Context: an optimization exercise on an open-source flow, tuned for small area. The choices shown serve that exercise and are no tape-out recipe.
The RTL was checked by simulation tests, not by an equivalence proof against the original design.
No activity file was given, so power comes from the tool's default toggle rates.

## flow/design.v (module list and top-level ports; edited modules follow where they fit)
// module HandwashSensor: 749 lines
module HandwashSensor(
    input clk,
    input reset,
    input acceptLeftHandDistance,
    input [15:0] leftHandDistance,
    input acceptLeftHandGain,
    input [7:0] leftHandGain,
    input acceptRightHandDistance,
    input [15:0] rightHandDistance,
    input acceptRightHandGain,
    input [7:0] rightHandGain,
    output waterOn
);
  // ...
==> flow/flow/run.sh <==
#!/bin/bash
# Own layout flow: the standard synthesis, then its combinational logic
# is rebuilt as an explicit gate netlist (flow/mulgen.py: the same adder
# tree as the RTL, with inverted partial products so the full adders chain
# without inverters, and carry-selected test flags), then the standard
# layout steps from floorplan to finish, with buf_1 port buffers and a
# clock tree of clkbuf_4/clkbuf_8 without dummy loads.
set -euo pipefail
BOUNDS=11,17
RES=orfs/results/${FLOW_PLATFORM}/HandwashSensor/base
LIB=${FLOW_HOME}/platforms/${FLOW_PLATFORM}/lib/sky130_fd_sc_hd__tt_025C_1v80.lib
YOSYS=$(command -v yosys || echo "${FLOW_HOME}/../tools/install/yosys/bin/yosys")

bash standard.sh synth > 1_standard_synth.log 2>&1
cp "$RES/1_2_yosys.v" standard_netlist.v
python3 flow/mulgen.py net "$BOUNDS" standard_netlist.v net_pre.v > 2_mulgen.log 2>&1
MAP_LIB="$LIB" MAP_IN=net_pre.v MAP_TOP="$FLOW_TOP" MAP_OUT=net_post.v \
  "$YOSYS" -c flow/map.ys.tcl > 3_map_yosys.log 2>&1
cp net_post.v "$RES/1_2_yosys.v"
rm -f "$RES/1_synth.odb" "$RES/1_synth.sdc"
bash standard.sh finish \
  "BUFFER_PORTS_ARGS=-buffer_cell sky130_fd_sc_hd__buf_1" \
  "CTS_ARGS=-sink_clustering_enable -repair_clock_nets -dont_use_dummy_load -buf_list {sky130_fd_sc_hd__clkbuf_4 sky130_fd_sc_hd__clkbuf_8}" \
  > 4_layout.log 2>&1
==> flow/flow/map.ys.tcl <==
# Map the tail logic of the rewritten netlist; cells already instantiated stay as they are.
set lib $::env(MAP_LIB)
yosys read_liberty -lib $lib
yosys read_verilog $::env(MAP_IN)
yosys hierarchy -check -top $::env(MAP_TOP)
yosys proc
yosys opt -fast
yosys techmap
yosys opt -fast
yosys abc -liberty $lib -dont_use sky130_fd_sc_hd__probe_p_8 -dont_use sky130_fd_sc_hd__probec_p_8 -dont_use sky130_fd_sc_hd__lpflow_* -D 100 mgcar_*
yosys abc -liberty $lib -dont_use sky130_fd_sc_hd__probe_p_8 -dont_use sky130_fd_sc_hd__probec_p_8 -dont_use sky130_fd_sc_hd__lpflow_* -D 7000 $::env(MAP_TOP) mgfin_*
yosys scratchpad -set flatten.separator _
yosys flatten
yosys opt_clean -purge
yosys hilomap -singleton -hicell sky130_fd_sc_hd__conb_1 HI -locell sky130_fd_sc_hd__conb_1 LO
yosys splitnets
yosys opt_clean -purge
yosys stat -liberty $lib
yosys check -assert
yosys write_verilog -noattr -nohex -nodec $::env(MAP_OUT)
==> flow/standard.sh <==
#!/bin/bash
# synth_recipe.tcl (not shown) runs the flow's synth.tcl, then flattens the netlist and writes it again
# the make line also repeats each setting of config.mk as NAME=value (left out here)
make -C /OpenROAD-flow-scripts/flow DESIGN_CONFIG=/design/flow/config.mk WORK_HOME=/design/flow/orfs CLKGATE_MAP_FILE= SYNTH_SCRIPT=/design/flow/synth_recipe.tcl "${@:-finish}"
==> flow/config.mk <==
export PLATFORM = sky130hd
export DESIGN_NAME = HandwashSensor
export DESIGN_NICKNAME = HandwashSensor
export VERILOG_FILES = /design/flow/design.v
export SDC_FILE = /design/flow/constraint.sdc
export NUM_CORES = 4
export LEC_CHECK = 0
export CAP_MARGIN = 20
export CORE_MARGIN = 2
export CORE_UTILIZATION = 65
export GPL_TIMING_DRIVEN = 0
export SLEW_MARGIN = 20
==> flow/constraint.sdc <==
create_clock -name core_clock -period 7.0 [get_ports {clk}]
set_input_delay 1.4000 -clock core_clock [delete_from_list [all_inputs] [get_ports {clk}]]
set_output_delay 1.4000 -clock core_clock [all_outputs]
set_load 0.01 [all_outputs]
Not shown: flow/flow/mulgen.py
==> flow_results.xml, run 1 <==
<?xml version="1.0" encoding="UTF-8"?>
<metrics>
  <group name="drt">
    <metric name="initial_drt_pass_iterations" unit="">5</metric>
    <metric name="wl_met1" unit="um">6400</metric>
    <metric name="drc_violation_count_after_routing" unit="">0</metric>
    <metric name="dr_wl_met2" unit="um">8350</metric>
    <metric name="routed.top_layer" unit="">met4</metric>
  </group>
  <group name="cells_and_area">
    <metric name="signal_buffer_area_fraction" unit="%">2.66</metric>
    <metric name="sequential_cell_count" unit="">49</metric>
    <metric name="most_frequent_standard_cell_in_the_layout_excluding_fill_and_tap_cells" unit="">sky130_fd_sc_hd__nand2_1</metric>
    <metric name="areaGrowthSynthToFinish" unit="%">6.46</metric>
    <metric name="layout_fillers" unit="">842</metric>
    <metric name="n_antenna_cell" unit="">0</metric>
    <metric name="postLayoutCellArea" unit="um^2">7620</metric>
    <metric name="layout.area.top_class" unit="">multi-input combinational cells</metric>
    <metric name="most_frequent_cells_in_the_layout" unit="">sky130_fd_sc_hd__nand2_1, sky130_fd_sc_hd__fa_1, sky130_fd_sc_hd__buf_1, sky130_fd_sc_hd__a22o_1, sky130_fd_sc_hd__dfxtp_1</metric>
    <metric name="fin_util" unit="%">70.6</metric>
    <metric name="final-instance-count-excl-fill" unit="">869</metric>
  </group>
  <group name="pwr">
    <metric name="power.sequential.total" unit="uW">358</metric>
    <metric name="p_clk" unit="uW">156</metric>
    <metric name="clock_power_share" unit="%">20.8</metric>
  </group>
  <group name="timing">
    <metric name="grt_setup_unrepaired" unit="">no</metric>
    <metric name="max_slew.worst_pin.slew" unit="ps">1000</metric>
    <metric name="setup_viol" unit="">0</metric>
  </group>
  <group name="global_routing">
    <metric name="gr-usage-met2" unit="%">51.0</metric>
    <metric name="global_route.overflow_total" unit="">0</metric>
    <metric name="maximum_number_of_pins_on_one_net_before_global_route_repair" unit="">18</metric>
  </group>
  <group name="floorplanning">
    <metric name="die_width" unit="um">109</metric>
    <metric name="design.die.area" unit="um^2">11900</metric>
    <metric name="fp.dieH" unit="um">109</metric>
    <metric name="floorplan.rows" unit="">38</metric>
    <metric name="placeable_core_region" unit="um^2">10800</metric>
  </group>
  <group name="clock_network">
    <metric name="clock_tree_root" unit="">sky130_fd_sc_hd__clkbuf_8</metric>
    <metric name="number_of_buffers_added_by_the_clock_tree_synthesis_step" unit="">5</metric>
    <metric name="clkSlewWorstSetupHoldPaths" unit="ps">100</metric>
  </group>
  <group name="place">
    <metric name="gp_congestion" unit="">0.894</metric>
    <metric name="placed_cell_area" unit="um^2">7540</metric>
    <metric name="placedCellCount" unit="">864</metric>
  </group>
  <group name="worst_hold_path">
    <metric name="timing.hold.worst.start" unit="">rightHandDistanceHeld[0]</metric>
    <metric name="worstHoldEndpoint" unit="">rightHandDistanceHeld[0]</metric>
  </group>
  <group name="synthesis">
    <metric name="synth.yosys.warnings" unit="">1</metric>
    <metric name="netlist_area" unit="um^2">7160</metric>
  </group>
  <group name="run_status">
    <metric name="outcome" unit="">finished clean</metric>
  </group>
  <group name="critical_path">
    <metric name="worst-r2r-cell-count" unit="">18</metric>
    <metric name="worst_setup_path_start_kind" unit="">register</metric>
    <metric name="ff2ff_setup_slack" unit="ps">240</metric>
    <metric name="crit_path_max_incr_delay" unit="ps">810</metric>
  </group>
</metrics>
==> run 2: changes to the inputs <==
--- a/flow/flow/mulgen.py
+++ b/flow/flow/mulgen.py
@@ -242,2 +242,18 @@
                 top = ins[-1]
+                if co_inv and top[2] and cinv:
+                    # c = ~(co_net & (ci_net | top_net | ~x)), x = the other
+                    # bits all set: carry in, last sum bit and carry out,
+                    # the latest signals, meet in one o31ai
+                    ins = ins[1:-1]
+                    body = " & ".join(expr(x[0], x[2]) for x in ins)
+                    cars.append(
+                        f"module mgcar_{p}{j}({', '.join(x[0] for x in ins)}, x);\n"
+                        f"  input {', '.join(x[0] for x in ins)};\n  output x;\n"
+                        f"  assign x = ~({body});\n"
+                        f"endmodule\n")
+                    pl = ", ".join(f".{x[0]}({x[1]})" for x in ins)
+                    carinst.append(f"  mgcar_{p}{j} mgcar_{p}{j}_u ({pl}, .x({xn}));")
+                    N.cell("o31ai_1", {"A1": cnet, "A2": top[1], "A3": xn, "B1": co_net, "Y": nc})
+                    carry = (nc, False)
+                    continue
                 if co_inv and top[2]:
--- a/flow/config.mk
+++ b/flow/config.mk
@@ -9,3 +9,3 @@
 export CORE_MARGIN = 2
-export CORE_UTILIZATION = 65
+export CORE_UTILIZATION = 40
 export GPL_TIMING_DRIVEN = 0
==> flow_results.xml, run 2 <==
<?xml version="1.0" encoding="UTF-8"?>
<metrics>
  <group name="run_status">
    <metric name="outcome" unit="">finished clean</metric>
  </group>
  <group name="global_routing">
    <metric name="gr_util_all_layers" unit="%">19.9</metric>
    <metric name="global_route.overflow_total" unit="">0</metric>
    <metric name="maximum_number_of_pins_on_one_net_before_global_route_repair" unit="">18</metric>
    <metric name="grt_antenna_before_repair" unit="">0</metric>
    <metric name="via_count_of_the_first_global_routing_pass" unit="">5916</metric>
    <metric name="global_route_wire_length_before_repair" unit="um">29200</metric>
  </group>
  <group name="critical_path">
    <metric name="cpMostUsedCell" unit="">sky130_fd_sc_hd__fa_1</metric>
    <metric name="crit_arrival" unit="ps">6960</metric>
    <metric name="timing.critical_path.slowest_stage_cell" unit="">sky130_fd_sc_hd__dfxtp_1</metric>
    <metric name="required" unit="ps">7210</metric>
    <metric name="critPathTopFamily" unit="">adder cells</metric>
    <metric name="setup.worst_path.end_class" unit="">register</metric>
    <metric name="worst_setup_path_start_kind" unit="">register</metric>
    <metric name="crit_path_max_incr_delay" unit="ps">840</metric>
    <metric name="worstPathMaxFanout" unit="">17</metric>
    <metric name="setup_crit_path_kind" unit="">register to register</metric>
    <metric name="path_cells" unit="">nand2_1 -&gt; fa_1 -&gt; fa_1 -&gt; fa_1 -&gt; fa_1 -&gt; or2_1 -&gt; fa_1 -&gt; fa_1 -&gt; fa_1 -&gt; fa_1 -&gt; or3_1 -&gt; mux2_1 -&gt; mux2_1 -&gt; a21o_1 -&gt; a21o_1 -&gt; or2_1 -&gt; and4b_1</metric>
    <metric name="worstPathBufferInverterCount" unit="">0</metric>
  </group>
  <group name="floorplanning">
    <metric name="i_o_pin_count" unit="">55</metric>
    <metric name="die_width" unit="um">138</metric>
    <metric name="design.die.area" unit="um^2">19000</metric>
    <metric name="fp.dieH" unit="um">138</metric>
    <metric name="floorplan.rows" unit="">48</metric>
    <metric name="initial_utilization" unit="%">41.1</metric>
    <metric name="placeable_core_region" unit="um^2">17400</metric>
  </group>
  <group name="clock_network">
    <metric name="number_of_buffers_added_by_the_clock_tree_synthesis_step" unit="">5</metric>
    <metric name="clock_insertion_delay_worst_skew" unit="ps">320</metric>
    <metric name="post_cts.resized_instances" unit="">0</metric>
    <metric name="cts_htree_levels" unit="">2</metric>
    <metric name="setup_repair_bufs_after_cts" unit="">0</metric>
    <metric name="numClockSinks" unit="">49</metric>
    <metric name="cts_hold_buffers" unit="">0</metric>
    <metric name="tritoncts" unit="">built</metric>
    <metric name="clkSlewWorstSetupHoldPaths" unit="ps">90</metric>
    <metric name="clock_tree_root" unit="">sky130_fd_sc_hd__clkbuf_8</metric>
    <metric name="cts_buffer_depth" unit="">2</metric>
  </group>
  <group name="place">
    <metric name="preCtsSetupSlack" unit="ps">229</metric>
    <metric name="port_buffers" unit="">54</metric>
    <metric name="placed_cell_area" unit="um^2">7650</metric>
    <metric name="gp_congestion" unit="">0.825</metric>
    <metric name="hpwlAfterDp" unit="um">13800</metric>
  </group>
  <group name="synthesis">
    <metric name="synthesis.area_per_instance" unit="um^2">10.7</metric>
    <metric name="synth.yosys.warnings" unit="">1</metric>
    <metric name="post_synth_inst_count" unit="">670</metric>
    <metric name="syn-num-nets" unit="">926</metric>
    <metric name="netlist_area" unit="um^2">7160</metric>
  </group>
  <group name="run">
    <metric name="cap_viol_max_count" unit="">0</metric>
  </group>
  <group name="cells_and_area">
    <metric name="biggestRegsByFlops" unit="">leftHandDistanceHeld: 16 flops, rightHandDistanceHeld: 16 flops</metric>
    <metric name="most_frequent_standard_cell_in_the_layout_excluding_fill_and_tap_cells" unit="">sky130_fd_sc_hd__nand2_1</metric>
    <metric name="post_route_cells_drive_above_1_share" unit="%">1.92</metric>
    <metric name="areaGrowthSynthToFinish" unit="%">7.95</metric>
    <metric name="n_antenna_cell" unit="">0</metric>
    <metric name="postLayoutCellArea" unit="um^2">7730</metric>
    <metric name="most_frequent_cells_in_the_layout" unit="">sky130_fd_sc_hd__nand2_1, sky130_fd_sc_hd__fa_1, sky130_fd_sc_hd__buf_1, sky130_fd_sc_hd__a22o_1, sky130_fd_sc_hd__dfxtp_1</metric>
    <metric name="nNetsFinal" unit="">987</metric>
  </group>
  <group name="timing">
    <metric name="number_of_failing_hold_endpoints_at_the_final_stage" unit="">0</metric>
    <metric name="ratio_of_final_minimum_period_to_clock_period" unit="%">96.4</metric>
    <metric name="fin_worst_skew" unit="ps">8.78</metric>
    <metric name="final_worst_hold_slack" unit="ps">668</metric>
    <metric name="fin_setup_tns" unit="ps">0</metric>
    <metric name="slew_viol_final" unit="">0</metric>
    <metric name="setup_viol" unit="">0</metric>
    <metric name="grt_setup_unrepaired" unit="">no</metric>
    <metric name="timing.final.ws_setup" unit="ps">251</metric>
    <metric name="timing.max_slew.rel_slack" unit="%">37.8</metric>
    <metric name="max_slew.worst_pin.slew" unit="ps">928</metric>
    <metric name="timing.fmax" unit="MHz">148</metric>
    <metric name="fin_crit" unit="ps">6750</metric>
  </group>
  <group name="drt">
    <metric name="routed-via-count" unit="">5253</metric>
    <metric name="initial_drt_pass_iterations" unit="">5</metric>
    <metric name="drt_iter0_drc" unit="">263</metric>
    <metric name="ant_nets" unit="">0</metric>
    <metric name="drc_violation_count_after_routing" unit="">0</metric>
    <metric name="post_drt_wl_per_cell" unit="um">18.1</metric>
    <metric name="avgViaCountPerCell" unit="">5.51</metric>
    <metric name="postRouteWirelength" unit="um">17300</metric>
  </group>
  <group name="pwr">
    <metric name="design_power_total" unit="uW">764</metric>
    <metric name="pwrdens" unit="nW/um^2">98.7</metric>
    <metric name="power_leakage" unit="uW">0.00146</metric>
    <metric name="vdd_ir_drop_max" unit="mV">0.0767</metric>
  </group>
  <group name="worst_hold_path">
    <metric name="worst_min_delay_path_category" unit="">register to register</metric>
  </group>
</metrics>
==> run 2: cell type report <==
cell class                      instances  area [um^2]
Fill cell                            1707         9680
Multi-Input combinational cell        621         6190
Sequential cell                        49          987
Tap cell                              225          282
Timing Repair Buffer                   54          203
Clock buffer                            5         68.8
==> run 2: final timing paths <==
kind	start	cells after the start	to	slack, ps
max	leftHandGainHeld[5]	17	waterOnReg	250
min	rightHandDistanceHeld[0]	1	rightHandDistanceHeld[0]	670
max reg2reg	leftHandGainHeld[5]	17	waterOnReg	250
min reg2reg	rightHandDistanceHeld[0]	1	rightHandDistanceHeld[0]	670
==> run 2: worst reg2reg max path, stage by stage (launching register included) <==
cell,delay (ps)
sky130_fd_sc_hd__dfxtp_1,840
sky130_fd_sc_hd__nand2_1,160
sky130_fd_sc_hd__fa_1,480
sky130_fd_sc_hd__fa_1,440
sky130_fd_sc_hd__fa_1,540
sky130_fd_sc_hd__fa_1,450
sky130_fd_sc_hd__or2_1,240
sky130_fd_sc_hd__fa_1,390
sky130_fd_sc_hd__fa_1,390
sky130_fd_sc_hd__fa_1,380
sky130_fd_sc_hd__fa_1,490
sky130_fd_sc_hd__or3_1,470
sky130_fd_sc_hd__mux2_1,330
sky130_fd_sc_hd__mux2_1,280
sky130_fd_sc_hd__a21o_1,160
sky130_fd_sc_hd__a21o_1,170
sky130_fd_sc_hd__or2_1,210
sky130_fd_sc_hd__and4b_1,220
==> run 2: metal layers <==
| layer | part of all wire [%] | wire, um | vias up | GRT usage, % |
|---|---|---|---|---|
| met5 | 0 | 0 | - | 0 |
| met4 | 1.2 | 210 | 0 | 4.20 |
| met3 | 4.6 | 796 | 17 | 2.21 |
| met2 | 50 | 8720 | 150 | 34.1 |
| met1 | 44 | 7580 | 2788 | 27.6 |
| li1 | - | - | 2298 | - |
==> run 2: power by group <==
| group | total [uW] | switching (uW) | internal (uW) |
|---|---|---|---|
| clock network | 162 | 97.1 | 64.8 |
| logic | 240 | 130 | 110 |
| registers | 361 | 64.4 | 297 |
| total | 764 | 292 | 472 |
==> run 2: per-stage QoR <==
stage,std cells,util (%)
after floorplan,670,-
after global placement,949,43.9
after detailed placement,949,43.9
after CTS,954,44.3
after global routing,954,44.4
final,954,44.4
==> run 3: changes to the inputs <==
--- a/flow/flow/map.ys.tcl
+++ b/flow/flow/map.ys.tcl
@@ -10,3 +10,3 @@
 yosys abc -liberty $lib -dont_use sky130_fd_sc_hd__probe_p_8 -dont_use sky130_fd_sc_hd__probec_p_8 -dont_use sky130_fd_sc_hd__lpflow_* -D 100 mgcar_*
-yosys abc -liberty $lib -dont_use sky130_fd_sc_hd__probe_p_8 -dont_use sky130_fd_sc_hd__probec_p_8 -dont_use sky130_fd_sc_hd__lpflow_* -D 7000 $::env(MAP_TOP) mgfin_*
+yosys abc -liberty $lib -dont_use sky130_fd_sc_hd__probe_p_8 -dont_use sky130_fd_sc_hd__probec_p_8 -dont_use sky130_fd_sc_hd__lpflow_* -dont_use sky130_fd_sc_hd__or4* -dont_use sky130_fd_sc_hd__or3* -D 7000 $::env(MAP_TOP) mgfin_*
 yosys scratchpad -set flatten.separator _
==> flow_results.xml, run 3 <==
<?xml version="1.0" encoding="UTF-8"?>
<metrics>
  <group name="synthesis">
    <metric name="post_synth_inst_count" unit="">672</metric>
    <metric name="syn-num-nets" unit="">928</metric>
    <metric name="synthesis.area_per_instance" unit="um^2">10.7</metric>
    <metric name="synth.yosys.warnings" unit="">1</metric>
    <metric name="netlist_area" unit="um^2">7180</metric>
  </group>
  <group name="clock_network">
    <metric name="clock_insertion_delay_worst_skew" unit="ps">310</metric>
    <metric name="number_of_buffers_added_by_the_clock_tree_synthesis_step" unit="">5</metric>
    <metric name="numClockSinks" unit="">49</metric>
    <metric name="cts_htree_levels" unit="">2</metric>
    <metric name="cts_buffer_depth" unit="">2</metric>
    <metric name="cts_hold_buffers" unit="">0</metric>
    <metric name="clkSlewWorstSetupHoldPaths" unit="ps">80</metric>
    <metric name="setup_repair_bufs_after_cts" unit="">0</metric>
    <metric name="tritoncts" unit="">built</metric>
    <metric name="post_cts.resized_instances" unit="">0</metric>
    <metric name="clock_tree_root" unit="">sky130_fd_sc_hd__clkbuf_8</metric>
  </group>
  <group name="place">
    <metric name="placedCellCount" unit="">951</metric>
    <metric name="hpwlAfterDp" unit="um">13900</metric>
    <metric name="port_buffers" unit="">54</metric>
    <metric name="gp_congestion" unit="">0.845</metric>
  </group>
  <group name="global_routing">
    <metric name="global_route_wire_length_before_repair" unit="um">30400</metric>
    <metric name="grt_antenna_before_repair" unit="">0</metric>
    <metric name="via_count_of_the_first_global_routing_pass" unit="">6266</metric>
    <metric name="maximum_number_of_pins_on_one_net_before_global_route_repair" unit="">18</metric>
    <metric name="global_route.overflow_total" unit="">0</metric>
    <metric name="gr_util_all_layers" unit="%">20.8</metric>
  </group>
  <group name="critical_path">
    <metric name="crit_arrival" unit="ps">6920</metric>
    <metric name="worst_setup_path_start_kind" unit="">register</metric>
    <metric name="setup.worst_path.end_class" unit="">register</metric>
    <metric name="worstPathMaxFanout" unit="">17</metric>
    <metric name="setup_crit_path_kind" unit="">register to register</metric>
    <metric name="worst-r2r-cell-count" unit="">16</metric>
    <metric name="required" unit="ps">7200</metric>
  </group>
  <group name="cells_and_area">
    <metric name="n_antenna_cell" unit="">0</metric>
    <metric name="nNetsFinal" unit="">989</metric>
    <metric name="post_route_cells_drive_above_1_share" unit="%">1.37</metric>
    <metric name="areaGrowthSynthToFinish" unit="%">7.86</metric>
    <metric name="fin_util" unit="%">44.4</metric>
    <metric name="most_frequent_cells_in_the_layout" unit="">sky130_fd_sc_hd__nand2_1, sky130_fd_sc_hd__fa_1, sky130_fd_sc_hd__buf_1, sky130_fd_sc_hd__dfxtp_1, sky130_fd_sc_hd__a22o_1</metric>
    <metric name="most_frequent_standard_cell_in_the_layout_excluding_fill_and_tap_cells" unit="">sky130_fd_sc_hd__nand2_1</metric>
    <metric name="biggestRegsByFlops" unit="">leftHandDistanceHeld: 16 flops, rightHandDistanceHeld: 16 flops</metric>
    <metric name="final-instance-count-excl-fill" unit="">956</metric>
  </group>
  <group name="run">
    <metric name="cap_viol_max_count" unit="">0</metric>
  </group>
  <group name="floorplanning">
    <metric name="floorplan.rows" unit="">48</metric>
    <metric name="fp.dieH" unit="um">138</metric>
    <metric name="placeable_core_region" unit="um^2">17400</metric>
    <metric name="i_o_pin_count" unit="">55</metric>
    <metric name="die_width" unit="um">138</metric>
    <metric name="initial_utilization" unit="%">41.2</metric>
    <metric name="design.die.area" unit="um^2">19000</metric>
  </group>
  <group name="drt">
    <metric name="initial_drt_pass_iterations" unit="">5</metric>
    <metric name="routed-via-count" unit="">5368</metric>
    <metric name="avgViaCountPerCell" unit="">5.62</metric>
    <metric name="drt_iter0_drc" unit="">252</metric>
    <metric name="post_drt_wl_per_cell" unit="um">18.5</metric>
    <metric name="postRouteWirelength" unit="um">17700</metric>
    <metric name="ant_nets" unit="">0</metric>
    <metric name="drc_violation_count_after_routing" unit="">0</metric>
  </group>
  <group name="pwr">
    <metric name="pwrdens" unit="nW/um^2">98.3</metric>
    <metric name="vdd_ir_drop_max" unit="mV">0.0832</metric>
    <metric name="power_leakage" unit="uW">0.00147</metric>
  </group>
  <group name="timing">
    <metric name="timing.fmax" unit="MHz">149</metric>
    <metric name="number_of_failing_hold_endpoints_at_the_final_stage" unit="">0</metric>
    <metric name="max_slew.worst_pin.slew" unit="ps">864</metric>
    <metric name="ratio_of_final_minimum_period_to_clock_period" unit="%">95.9</metric>
    <metric name="fin_worst_skew" unit="ps">4.28</metric>
    <metric name="slew_viol_final" unit="">0</metric>
    <metric name="setup_viol" unit="">0</metric>
    <metric name="fin_crit" unit="ps">6710</metric>
    <metric name="fin_setup_tns" unit="ps">0</metric>
    <metric name="timing.max_slew.rel_slack" unit="%">42.3</metric>
    <metric name="grt_setup_unrepaired" unit="">no</metric>
  </group>
  <group name="worst_hold_path">
    <metric name="hold_critical_path_depth" unit="">1</metric>
    <metric name="worst_min_delay_path_category" unit="">register to register</metric>
  </group>
  <group name="run_status">
    <metric name="outcome" unit="">finished clean</metric>
  </group>
</metrics>
## run 3: stage by stage
stage	hold slack (ps)	cell area [um^2]	total power, uW	setup WS [ps]
floorplan	566	7180	521	971
global placement	657	7660	598	391
global route	727	7740	822	30.5
CTS	688	7730	769	246
detailed placement	675	7660	610	258
finish	686	7740	761	287
## run 3: worst paths after layout
path / startpoint / endpoint / slack [ps]
min: rightHandDistanceHeld[2] / rightHandDistanceHeld[2] / 690
max: leftHandGainHeld[2] / waterOnReg / 290
max reg2reg: leftHandGainHeld[2] / waterOnReg / 290
min reg2reg: rightHandDistanceHeld[2] / rightHandDistanceHeld[2] / 690
## run 3: report_power, final
part	total, uW	switching, uW	internal (uW)
registers	365	68.3	297
clock network	156	91.7	64.7
logic	240	129	110
## run 3: final cells by class
type	count	area (um^2)
clock buffer	5	68.8
fill	1668	9680
inverter	1	3.75
multi-input combinational	622	6200
sequential	49	982
tap	225	282
timing repair buffer	54	203
## run 3: metal layers
metal	up-vias	global-route usage, %	share of wire [%]
met5	-	0	0
met4	0	4.82	1.6
met3	30	3.51	7.1
met2	233	35.6	50
met1	2799	27.9	42
li1	2306	-	-
## run 3: worst max-delay path, cell delays in order, from the launching register on
cell and delay (ps):
sky130_fd_sc_hd__dfxtp_1 840, sky130_fd_sc_hd__nand2_1 190, sky130_fd_sc_hd__fa_1 510, sky130_fd_sc_hd__fa_1 400, sky130_fd_sc_hd__fa_1 410, sky130_fd_sc_hd__fa_1 400, sky130_fd_sc_hd__fa_1 390, sky130_fd_sc_hd__fa_1 470
sky130_fd_sc_hd__or2_1 240, sky130_fd_sc_hd__fa_1 380, sky130_fd_sc_hd__fa_1 390, sky130_fd_sc_hd__fa_1 480, sky130_fd_sc_hd__o31ai_1 530, sky130_fd_sc_hd__mux2_1 370, sky130_fd_sc_hd__a21o_1 160, sky130_fd_sc_hd__or2_1 220
sky130_fd_sc_hd__and4b_1 190

==> afterwards: timing with drivers on the ports <==
The flow's constraints put no driver on any port. The routed layouts listed below were extracted and timed again, unchanged, in two steps.
Step 1 assumes that a clkbuf_16 drives the clock port and a buf_2 every other input.
Step 2 also shifts input and output timing later by t, the mid clock arrival at the registers, as if the neighbouring blocks saw the same clock.
a / b / c = ideal / step 1 / step 2; a / b = the first two.
run | t, ns | setup slack, ns | hold slack, ns
run 1 | 0.339 | 0.242 / 0.242 / 0.242 | 0.655 / 0.655 / 0.655
run 2 | 0.347 | 0.251 / 0.251 / 0.251 | 0.668 / 0.668 / 0.668
run 3 | 0.337 | 0.287 / 0.287 / 0.287 | 0.686 / 0.686 / 0.686
After both steps every run listed still meets setup and hold.
